What follows belongs to an exercise in optimizing a design on an open flow for small area and a short achievable clock period; a production flow would make more cautious choices.
RTL that was checked went through simulation tests only; none was proved equivalent to the original.

Design MULTI_32bit, start of the top module:
module MULTI_32bit(clk, rst, A, B, F);
  input clk, rst;
  input [31:0] A;
  input [31:0] B;
  output reg [31:0] F;
  reg r1_s;
  reg [7:0] r1_e;
  reg r1_c0_0;
  reg r1_c0_1;
  reg r1_c1_0;
  reg r1_c2_0;
  reg r1_c3_0;
  reg r1_c3_1;
  reg r1_c3_2;
  reg r1_c4_0;
  reg r1_c4_1;
  reg r1_c5_0;
  reg r1_c5_1;
  reg r1_c6_0;
  reg r1_c6_1;
  reg r1_c6_2;
  reg r1_c6_3;
  reg r1_c7_0;
  reg r1_c7_1;
  reg r1_c7_2;
  reg r1_c8_0;
  reg r1_c8_1;
  reg r1_c8_2;
  reg r1_c9_0;
  reg r1_c9_1;
  reg r1_c9_2;
  reg r1_c9_3;
  reg r1_c9_4;
  reg r1_c10_0;
  reg r1_c10_1;
  reg r1_c10_2;
  reg r1_c10_3;
  reg r1_c11_0;
  reg r1_c11_1;
  reg r1_c11_2;
  reg r1_c11_3;
  reg r1_c12_0;
  reg r1_c12_1;
  reg r1_c12_2;
  reg r1_c12_3;
  reg r1_c12_4;
  reg r1_c12_5;
  reg r1_c13_0;
  reg r1_c13_1;
  reg r1_c13_2;
  reg r1_c13_3;
  reg r1_c13_4;
  reg r1_c14_0;
  reg r1_c14_1;
  reg r1_c14_2;
  reg r1_c14_3;
  reg r1_c14_4;
  reg r1_c15_0;
  reg r1_c15_1;
  reg r1_c15_2;
  reg r1_c15_3;
  reg r1_c15_4;
  reg r1_c15_5;
  reg r1_c15_6;
  reg r1_c16_0;
  reg r1_c16_1;
  reg r1_c16_2;
  reg r1_c16_3;
  reg r1_c16_4;
  reg r1_c16_5;
  reg r1_c17_0;
  reg r1_c17_1;
  reg r1_c17_2;
  reg r1_c17_3;
  reg r1_c17_4;
  reg r1_c17_5;
  reg r1_c18_0;
  reg r1_c18_1;
  reg r1_c18_2;
  reg r1_c18_3;
  reg r1_c18_4;
  reg r1_c18_5;
  reg r1_c18_6;
  reg r1_c18_7;
  reg r1_c19_0;
  reg r1_c19_1;
  reg r1_c19_2;
  reg r1_c19_3;
  reg r1_c19_4;
  reg r1_c19_5;
  reg r1_c19_6;
  reg r1_c20_0;
  reg r1_c20_1;
  reg r1_c20_2;
  reg r1_c20_3;
  reg r1_c20_4;
  reg r1_c20_5;
  reg r1_c20_6;
  reg r1_c21_0;
  reg r1_c21_1;
  reg r1_c21_2;
  reg r1_c21_3;
  reg r1_c21_4;
  reg r1_c21_5;
  reg r1_c21_6;
  reg r1_c21_7;
  reg r1_c21_8;
  reg r1_c22_0;
  reg r1_c22_1;
  reg r1_c22_2;
  reg r1_c22_3;
  reg r1_c22_4;
  reg r1_c22_5;
  reg r1_c22_6;
  reg r1_c22_7;
  reg r1_c23_0;
  reg r1_c23_1;
  reg r1_c23_2;
  reg r1_c23_3;
  reg r1_c23_4;
  reg r1_c23_5;
  reg r1_c23_6;
  reg r1_c23_7;
  reg r1_c24_0;
  reg r1_c24_1;
  reg r1_c24_2;
  reg r1_c24_3;
  reg r1_c24_4;
  reg r1_c24_5;
  reg r1_c24_6;
  reg r1_c24_7;
  reg r1_c24_8;
  reg r1_c25_0;
  reg r1_c25_1;
  ...
export LEC_CHECK = 0
export ABC_CLOCK_PERIOD_IN_PS = 2500
export CAP_MARGIN = 20
export CORE_MARGIN = 2
export CORE_UTILIZATION = 40
export CTS_BUF_LIST = sky130_fd_sc_hd__clkbuf_16
export CTS_CLUSTER_DIAMETER = 80
export CTS_CLUSTER_SIZE = 30
export SETUP_SLACK_MARGIN = 4.3
export SLEW_MARGIN = 20
export SYNTH_HIERARCHICAL = 1
export SYNTH_MINIMUM_KEEP_SIZE = 0
create_clock -name core_clock -period 7.0 [get_ports {clk}]
standard.sh (not shown) runs the stock make flow with config.mk's settings and CLKGATE_MAP_FILE= SYNTH_SCRIPT=/design/flow/synth_recipe.tcl, a recipe that flattens the netlist after the stock synthesis.
==> flow/flow/run.sh <==
#!/bin/bash
# The standard layout, but with port buffers of a plain buffer cell
# (buffer_ports otherwise picks a delay cell, clkdlybuf4s50_1).
set -euo pipefail
export BUFFER_PORTS_ARGS="-buffer_cell sky130_fd_sc_hd__buf_4"
bash standard.sh > make_finish.log 2>&1
The baseline went through all stages and came out clean.
Change:
--- a/flow/design.v
+++ b/flow/design.v
@@ -542,16 +542,14 @@
   reg r2_h41;
   reg r2_h42;
   reg r2_h43;
   reg r2_h44;
   reg r2_h45;
   reg r2_h46;
   reg r2_h47;
-  reg r2_g9;
-  reg r2_g10;
   reg r2_g11;
   reg r2_g12;
   reg r2_g13;
   reg r2_g14;
   reg r2_g15;
   reg r2_g16;
   reg r2_g17;
@@ -581,16 +579,14 @@
   reg r2_g41;
   reg r2_g42;
   reg r2_g43;
   reg r2_g44;
   reg r2_g45;
   reg r2_g46;
   reg r2_g47;
-  reg r2_p10;
-  reg r2_p11;
   reg r2_p12;
   reg r2_p13;
   reg r2_p14;
   reg r2_p15;
   reg r2_p16;
   reg r2_p17;
   reg r2_p18;
@@ -622,17 +618,15 @@
     r2_h41 <= h1378;
     r2_h42 <= h1380;
     r2_h43 <= h1382;
     r2_h44 <= h1384;
     r2_h45 <= h1386;
     r2_h46 <= h1388;
     r2_h47 <= h1390;
-    r2_g9 <= lowsum[10];
-    r2_g10 <= g1317;
-    r2_g11 <= g1319;
+    r2_g11 <= lowsum[12];
     r2_g12 <= g1321;
     r2_g13 <= g1323;
     r2_g14 <= g1325;
     r2_g15 <= g1327;
     r2_g16 <= g1329;
     r2_g17 <= g1331;
     r2_g18 <= g1333;
@@ -661,16 +655,14 @@
     r2_g41 <= g1379;
     r2_g42 <= g1381;
     r2_g43 <= g1383;
     r2_g44 <= g1385;
     r2_g45 <= g1387;
     r2_g46 <= g1389;
     r2_g47 <= g1391;
-    r2_p10 <= h1316;
-    r2_p11 <= h1318;
     r2_p12 <= h1320;
     r2_p13 <= h1322;
     r2_p14 <= h1324;
     r2_p15 <= h1326;
     r2_p16 <= h1328;
     r2_p17 <= h1330;
     r2_p18 <= h1332;
@@ -2066,15 +2058,15 @@
   wire g1385;
   wire h1386;
   wire g1387;
   wire h1388;
   wire g1389;
   wire h1390;
   wire g1391;
-  wire [10:0] lowsum;
+  wire [12:0] lowsum;
   wire G1392;
   wire G1393;
   wire P1394;
   wire G1395;
   wire P1396;
   wire G1397;
   wire P1398;
@@ -2867,15 +2859,15 @@
   assign c911 = A[22] | pp702;
   assign s1294 = ~(r1_c47_0 ^ r1_c47_2);
   assign c1295 = r1_c47_0 | r1_c47_2;
   assign h1298 = r1_c1_0 ^ 1'b0;
   assign g1299 = r1_c1_0 & 1'b0;
   assign h1300 = r1_c2_0 ^ 1'b0;
   assign g1301 = r1_c2_0 & 1'b0;
-  assign lowsum = {1'b0, c1217, c1215, c1213, c1211, c1209, c1207, s1206, r1_c2_0, r1_c1_0, r1_c0_0} + {1'b0, s1218, s1216, s1214, s1212, s1210, s1208, r1_c3_2, 1'b0, 1'b0, r1_c0_1};
+  assign lowsum = {1'b0, c1221, c1219, c1217, c1215, c1213, c1211, c1209, c1207, s1206, r1_c2_0, r1_c1_0, r1_c0_0} + {1'b0, s1222, s1220, s1218, s1216, s1214, s1212, s1210, s1208, r1_c3_2, 1'b0, 1'b0, r1_c0_1};
   assign G1392 = 1'b0 | (1'b0 & 1'b0);
   assign G1393 = 1'b0 | (1'b0 & 1'b0);
   assign P1394 = 1'b0 & 1'b0;
   assign G1395 = 1'b0 | (1'b0 & 1'b0);
   assign P1396 = 1'b0 & 1'b0;
   assign G1397 = 1'b0 | (1'b0 & 1'b0);
   assign P1398 = 1'b0 & 1'b0;
@@ -2883,22 +2875,22 @@
   assign P1400 = 1'b0 & 1'b0;
   assign G1401 = 1'b0 | (1'b0 & 1'b0);
   assign P1402 = 1'b0 & 1'b0;
   assign G1403 = 1'b0 | (1'b0 & 1'b0);
   assign P1404 = 1'b0 & 1'b0;
   assign G1405 = 1'b0 | (1'b0 & 1'b0);
   assign P1406 = 1'b0 & 1'b0;
-  assign G1407 = r2_g9 | (1'b0 & 1'b0);
+  assign G1407 = 1'b0 | (1'b0 & 1'b0);
   assign P1408 = 1'b0 & 1'b0;
-  assign G1409 = r2_g10 | (r2_p10 & r2_g9);
-  assign P1410 = r2_p10 & 1'b0;
-  assign G1411 = r2_g11 | (r2_p11 & r2_g10);
-  assign P1412 = r2_p11 & r2_p10;
+  assign G1409 = 1'b0 | (1'b0 & 1'b0);
+  assign P1410 = 1'b0 & 1'b0;
+  assign G1411 = r2_g11 | (1'b0 & 1'b0);
+  assign P1412 = 1'b0 & 1'b0;
   assign G1413 = r2_g12 | (r2_p12 & r2_g11);
-  assign P1414 = r2_p12 & r2_p11;
+  assign P1414 = r2_p12 & 1'b0;
   assign G1415 = r2_g13 | (r2_p13 & r2_g12);
   assign P1416 = r2_p13 & r2_p12;
   assign G1417 = r2_g14 | (r2_p14 & r2_g13);
   assign P1418 = r2_p14 & r2_p13;
   assign G1419 = r2_g15 | (r2_p15 & r2_g14);
   assign P1420 = r2_p15 & r2_p14;
   assign G1421 = r2_g16 | (r2_p16 & r2_g15);
- The new run finished clean
- core utilization is higher by 0.30 points
- worst setup slack loses 0.11 ns
- via count is higher by 0.90%
- critical path depth is higher by 4
- clock-buffer cell count is higher by 4
- register-to-register slack loses 0.12 ns
The RTL of the second run of this note was laid out without a check of its function.

re-timing with driven ports:
In the flow no input, the clock included, has a driving cell. The finished layouts below were timed again as built, in two steps. Step 1: set_driving_cell puts a clkbuf_16 on clk and a buf_2 on each other input, an assumption about the parent block. Step 2 adds t to the input delays and takes it off the output delays; t is the mean of the earliest and latest rising clock arrival at the registers after step 1. Input paths then give back, and output paths get back, about the clock's delay inside the block. Three values: ideal ports, drivers, drivers and shift; two values: the first two.
| run | t, ns | setup slack, ns | hold slack, ns | slew at the worst register clock pin (ns) | worst data-port slew with drivers (ns) |
|---|---|---|---|---|---|
| the first run | 0.621 | 4.321 / 4.327 / 3.720 | 0.323 / 0.323 / 0.323 | 0.11 / 0.11 | 0.07 |
| the second run | 0.633 | 4.214 / 4.214 / 3.628 | 0.330 / 0.330 / 0.330 | 0.11 / 0.11 | 0.06 |
After both steps every run listed still meets setup and hold. For the first run, which loses most, drivers alone change the setup slack by +0.006 ns; drivers and shift together by -0.601 ns.
